Source: an optimization exercise on an open RTL-to-GDS flow (aim: small area). Production flows keep margins and buffers that such runs may drop.
In this exercise RTL edits were held to simulation tests only and were not proved equivalent to the original.
The clock port is modelled as an ideal driver, which makes a skipped or thinned clock tree look cheaper than it is; a real chip needs a root buffer or a tree.
Power and IR drop assume default switching activity.

Setup of the baseline:
==> flow/design.v <==
module checkers_top (
    input             clk,
    input             rst_n,
    input             draw_n,
    input             submit_n,
    input      [3:0]  sw,
    output     [6:0]  hex0,
    output     [6:0]  hex1,
    output     [6:0]  hex2,
    output     [6:0]  hex3,
    output     [9:0]  ledr,
    output     [14:0] fb_addr,
    output     [23:0] fb_data,
    output            fb_we
);
reg turn;         
assign hex0 = {1'b1, turn, turn, turn, 2'b00, turn};
assign hex1 = 7'b1000000;
assign hex2 = 7'b1000000;
assign hex3 = 7'b1111111;
reg F;
reg [4:0] cl;
reg [12:0] ch;
reg [2:0] y2h;
wire pressed = !submit_n;
wire [3:0] x1 = ch[3:0];
wire [3:0] y1 = ch[7:4];
wire [3:0] x2 = ch[11:8];
wire [3:0] y2 = {y2h, ch[12]};
reg ok1, s_m, s_k;
wire [2:0] sr = y1[2:0] + {2'b00, x1[3]};
wire [4:0] sb = {sr, x1[2:1]};
wire sdark = x1[0] ^ sr[0];
wire [2:0] tr = y2[2:0] + {2'b00, x2[3]};
wire [4:0] tb = {tr, x2[2:1]};
wire tdark = x2[0] ^ tr[0];
wire mine = s_m;
wire [4:0] dx = {1'b0, x1} - {1'b0, x2};
wire [4:0] dy = {1'b0, y1} - {1'b0, y2};
wire d1 = ((dx == 5'd1) | (dx == 5'd31)) & ((dy == 5'd1) | (dy == 5'd31));
wire d2 = ((dx == 5'd2) | (dx == 5'd30)) & ((dy == 5'd2) | (dy == 5'd30));
wire [3:0] xm = dx[4] ? x1 + 4'd1 : x1 - 4'd1;
wire [3:0] ym = dy[4] ? y1 + 4'd1 : y1 - 4'd1;
wire [2:0] mr = ym[2:0] + {2'b00, xm[3]};
wire [4:0] mb = {mr, xm[2:1]};
wire mdark = xm[0] ^ mr[0];
wire mclr = d2 & mdark;
wire king = (tr == 3'd0) | ((tr == 3'd7) & (x2[2:0] != 3'd0));
wire valid = ok1 & mine & (d1 | d2);
wire P = turn;     
wire K = s_k | king;
wire c_sel = (cl >= 5'd2) & (cl <= 5'd10);
wire c_end = F & (ch == 13'd1970) & cl[3] & cl[1] & cl[0];       
wire upd = !F & (cl == 5'd23);
wire win = !F & cl[4] & cl[3];                                    
wire pw = win & valid;
wire up = F | (win & (|cl[2:0]));
wire [4:0] off = !ok1 ? 5'd20 : !mine ? 5'd19 : d1 ? 5'd16 : d2 ? 5'd15 : 5'd18;
always @(posedge clk or negedge rst_n) begin
    if (!rst_n) begin
        F <= 1'b0;
        cl <= 5'd0;
        turn <= 1'b1;
    end else begin
        if (F) begin
            if (c_end) begin
                F <= 1'b0;
                cl <= 5'd0;
            end else
                cl <= cl + 5'd1;
        end else if (cl == 5'd14)
            cl <= off;
        else if (!c_sel || (cl[0] == pressed))
            cl <= cl + 5'd1;
        if (!F && cl == 5'd31)
            F <= 1'b1;
        if (upd && valid)
            turn <= ~turn;
    end
end
always @(posedge clk) begin
    if (F) begin
        if (&cl) ch <= {ch[11:0], ch[12] ^ ch[3] ^ ch[2] ^ ch[0]};
    end else begin
        if (cl == 5'd31) ch <= 13'd1;
        if (cl == 5'd3) ch[3:0] <= sw;
        if (cl == 5'd5) ch[7:4] <= sw;
        if (cl == 5'd7) ch[11:8] <= sw;
        if (cl == 5'd9) {y2h, ch[12]} <= sw;
    end
end
function [5:0] pdec;
    input [4:0] c;
    pdec = {c[4] & c[3], c[4] ? c[1] : c[3], c[4] ? c[0] : c[2],
            c[4] & c[2], c[1], c[0]};
endfunction
function [4:0] penc;
    input [5:0] s;
    penc = {s[5] | s[2], (s[5] | s[2]) ? s[5] : s[4], (s[5] | s[2]) ? s[2] : s[3],
            s[2] ? s[4] : s[1], s[2] ? s[3] : s[0]};
endfunction
reg [79:0] ring;
reg [2:0] ph;
reg ini;
always @(posedge clk or negedge rst_n) begin
    if (!rst_n) begin
        ph <= 3'd0;
        ini <= 1'b1;
    end else begin
        ph <= ph + 3'd1;
        if (ph == 3'd7) ini <= 1'b0;
    end
end
wire [5:0] q0 = pdec(ring[4:0]);
wire [5:0] q1 = pdec(ring[9:5]);
wire [3:0] oe = {q1[5], q1[2], q0[5], q0[2]};
wire [3:0] op = {q1[4], q1[1], q0[4], q0[1]};
wire [3:0] ok = {q1[3], q1[0], q0[3], q0[0]};
wire [3:0] tdec = (pw && tr == ph) ? (4'b0001 << x2[2:1]) : 4'b0000;
wire [3:0] sdec = (pw && sr == ph) ? (4'b0001 << x1[2:1]) : 4'b0000;
wire [3:0] mdec = (pw && mclr && mr == ph) ? (4'b0001 << xm[2:1]) : 4'b0000;
wire [3:0] ie = (oe & ~tdec) | sdec | mdec;
wire [3:0] ip = (op & ~tdec) | (tdec & {4{P}});
wire [3:0] ik = (ok & ~tdec) | (tdec & {4{K}});
wire [9:0] irow = ini ? ((ph == 3'd3 || ph == 3'd4) ? 10'b11100_11100 :
                         (ph >= 3'd5) ? 10'b01010_01010 : 10'b00000_00000) :
                  {penc({ie[3], ip[3], ik[3], ie[2], ip[2], ik[2]}),
                   penc({ie[1], ip[1], ik[1], ie[0], ip[0], ik[0]})};
always @(posedge clk)
    ring <= {irow, ring[79:10]};
wire dsc;
wire [4:0] rb;
wire [4:0] ra = dsc ? rb : (cl >= 5'd12) ? tb : sb;
wire [2:0] rpos = ra[4:2] - ph;
wire [9:0] rw = ring[rpos * 10 +: 10];
wire [5:0] rq = pdec(ra[1] ? rw[9:5] : rw[4:0]);
wire f_t = pw & (ra == tb);
wire f_s = pw & ((ra == sb) | (mclr & (ra == mb)));
wire r_e = f_t ? 1'b0 : f_s ? 1'b1 : (ra[0] ? rq[5] : rq[2]);
wire r_p = f_t ? P : (ra[0] ? rq[4] : rq[1]);
wire r_k = f_t ? K : (ra[0] ? rq[3] : rq[0]);
always @(posedge clk) begin
    if (!F && !dsc && (cl == 5'd10 || cl == 5'd11)) begin
        ok1 <= sdark & ~r_e;
        s_m <= r_p ^ turn;
        s_k <= r_k;
    end
    if (!F && !dsc && (cl == 5'd12 || cl == 5'd13))
        ok1 <= ok1 & tdark & r_e;
end
localparam [3:0] D_SA = 4'd0, D_CI = 4'd1, D_CC = 4'd2, D_SC = 4'd3,
                 D_EW = 4'd4, D_W1 = 4'd5, D_W2 = 4'd6, D_W3 = 4'd7,
                 D_DW = 4'd8, D_IU = 4'd9, D_ST = 4'd10, D_S0 = 4'd11;
localparam [2:0] K_P1 = 3'd0, K_K1 = 3'd1, K_P2 = 3'd2, K_K2 = 3'd3,
                 K_E = 3'd4, K_W = 3'd7;
reg [3:0] ds;
reg [14:0] addr;
reg [3:0] s15;    
reg [2:0] yc;     
reg [2:0] colr;
reg [2:0] dat;
wire [2:0] xc = (addr < 15'd1801) ? 3'd0 : (addr < 15'd3601) ? 3'd1 :
                (addr < 15'd5401) ? 3'd2 : (addr < 15'd7201) ? 3'd3 :
                (addr < 15'd9001) ? 3'd4 : (addr < 15'd10801) ? 3'd5 :
                (addr < 15'd12601) ? 3'd6 : 3'd7;
wire en = ~draw_n | up;
wire wrap = &{addr[13], addr[12], addr[11], addr[6], addr[0]};   
assign rb = {yc, xc[2:1]};
assign dsc = (ds == D_SC);
wire light = ~(xc[0] ^ yc[0]);
wire [2:0] cls = light ? K_W : r_e ? K_E : {1'b0, r_p, r_k};
always @(posedge clk or negedge rst_n) begin
    if (!rst_n) begin
        ds <= D_ST;
        addr <= 15'd0;
    end else begin
        case (ds)
            D_ST: ds <= D_S0;
            D_S0: ds <= D_CI;
            D_SA: ds <= D_CI;
            D_CI: ds <= D_CC;
            D_CC: ds <= D_SC;
            D_SC: ds <= en ? D_EW : D_IU;
            D_EW: ds <= D_W1;
            D_W1: ds <= D_W2;
            D_W2: ds <= D_W3;
            D_W3: ds <= D_DW;
            D_DW: ds <= D_IU;
            D_IU: ds <= D_SA;
            default: ds <= D_ST;
        endcase
        if (ds == D_SA)
            addr <= wrap ? 15'd0 : addr + 15'd1;
    end
end
always @(posedge clk) begin
    if (ds == D_ST || (ds == D_SA && wrap)) begin
        s15 <= 4'd1;
        yc <= 3'd0;
    end else if (ds == D_SA) begin
        s15 <= (s15 == 4'd8) ? 4'd1 : {s15[2:0], s15[3] ^ s15[2]};
        if (s15 == 4'd8) yc <= yc + 3'd1;
    end
    if (ds == D_ST) colr <= K_E;
    if (ds == D_SC) colr <= cls;
end
always @(posedge clk) begin
    if (ds == D_CC) dat <= colr;
end
reg [23:0] rgb;
always @(*) begin
    case (dat)
        K_P1: rgb = 24'h98f5f9;
        K_K1: rgb = 24'h3f97fc;
        K_P2: rgb = 24'hfe5c5e;
        K_K2: rgb = 24'hd80305;
        K_E:  rgb = 24'h000000;
        default: rgb = 24'hffffff;
    endcase
end
assign fb_addr = addr;
assign ledr = addr[9:0];
assign fb_data = rgb;
assign fb_we = (ds == D_W1) | (ds == D_W2) | (ds == D_W3) | (ds == D_DW);
endmodule
export LEC_CHECK = 0
export CAP_MARGIN = 20
export CORE_MARGIN = 2
export CORE_UTILIZATION = 60
export PLACE_DENSITY = 0.8
export SLEW_MARGIN = 20
create_clock -name core_clock -period 10.0 [get_ports {clk}]
standard.sh (not shown) runs the stock make flow with config.mk's settings and CLKGATE_MAP_FILE= SYNTH_SCRIPT=/design/flow/synth_recipe.tcl, a recipe that flattens the netlist after the stock synthesis.
==> flow/flow/run.sh <==
#!/bin/bash
# Own layout flow: the standard layout (standard.sh) with these changes.
#  - Synthesis is the standard flow's (synth_recipe.tcl, unchanged) except that ABC maps the
#    logic with an area-oriented script (flow/abc_area.script) instead of
#    ORFS's, which buffers and upsizes for speed; registers are untouched.
#    Adders are left to ABC too (no ORFS adder cells), which maps them smaller.
#  - The port buffers that global placement adds are sky130_fd_sc_hd__buf_1.
#  - The clock tree is flow/manual_cts.tcl's: one root buffer and ten
#    leaf buffers, each for a tenth of the flip-flops (TritonCTS builds
#    seventeen buffers for this many flip-flops).
#  - Constant outputs keep synthesis's single tie cell for each value
#    instead of one tie cell per output.
# Each tool's full output stays in orfs/logs/; make's output goes to flow.log.
set -euo pipefail
W=$(pwd)
cat > "$W/area_synth.tcl" <<TCL
proc abc {args} {
  set i [lsearch -exact \$args -script]
  if {\$i >= 0} { lset args [expr {\$i + 1}] $W/flow/abc_area.script }
  yosys abc {*}\$args
}
source $W/synth_recipe.tcl
TCL
bash "$W/standard.sh" "SYNTH_SCRIPT=$W/area_synth.tcl" "ADDER_MAP_FILE=" "SKIP_REPAIR_TIE_FANOUT=1" \
  "BUFFER_PORTS_ARGS=-buffer_cell sky130_fd_sc_hd__buf_1" \
  "PRE_CTS_TCL=$W/flow/manual_cts.tcl" finish > "$W/flow.log" 2>&1
Other scripts of this flow, unchanged in this note and not shown: flow/flow/abc_area.script, flow/flow/manual_cts.tcl
The baseline: full flow OK, the timing, design-rule and antenna checks passed
### the baseline -> the candidate
Settings: CORE_UTILIZATION now 40, was 60; PLACE_DENSITY now 0.6, was 0.8.
Notes after the runs:
The candidate vs. the baseline: internal power summed over all cells went up by about 0.3%. Per-cell via count in the routed design for the candidate is lower than for the baseline. For the overall routing resource usage, the candidate came in 8.3 points lower than the baseline did. Going from the baseline to the candidate, setup slack has increased, met1 global-route usage has decreased, aggregate routed wire length has decreased, sequential share of layout area has decreased. Sum of routed wire segments on met1 for the candidate is higher than for the baseline. Cell area after layout: the candidate vs the baseline up 110 um2. Compared to the baseline, the candidate has count of placed standard cells including taps 83 higher. The candidate completed end to end with timing, DRC and antenna clean. | HPWL reported at the end of detailed placement | the candidate vs the baseline | better |.
No run of this note takes its clock network from TritonCTS; it comes from the design's own scripts or RTL.

[re-timing with driven ports]
The results above use ideal ports. As a check the final layouts listed here were re-extracted and re-timed, cells and wires unchanged. Step 1 assumes that a clkbuf_16 drives the clock port and a buf_2 every other input. Step 2 times the ports against the registers' clock, not the clock port: input delays grow and output delays shrink by t, the midpoint of the rising clock arrivals with the driver on. a / b / c = ideal / step 1 / step 2; a / b = the first two.
run | t (ns) | slack for setup (ns) | worst register clock-pin slew, ns
the baseline | 0.449 | 3.254 / 3.254 / 3.254 | 0.11 / 0.11
the candidate | 0.458 | 3.392 / 3.392 / 3.392 | 0.11 / 0.11
After both steps setup and hold are still met in every run listed.
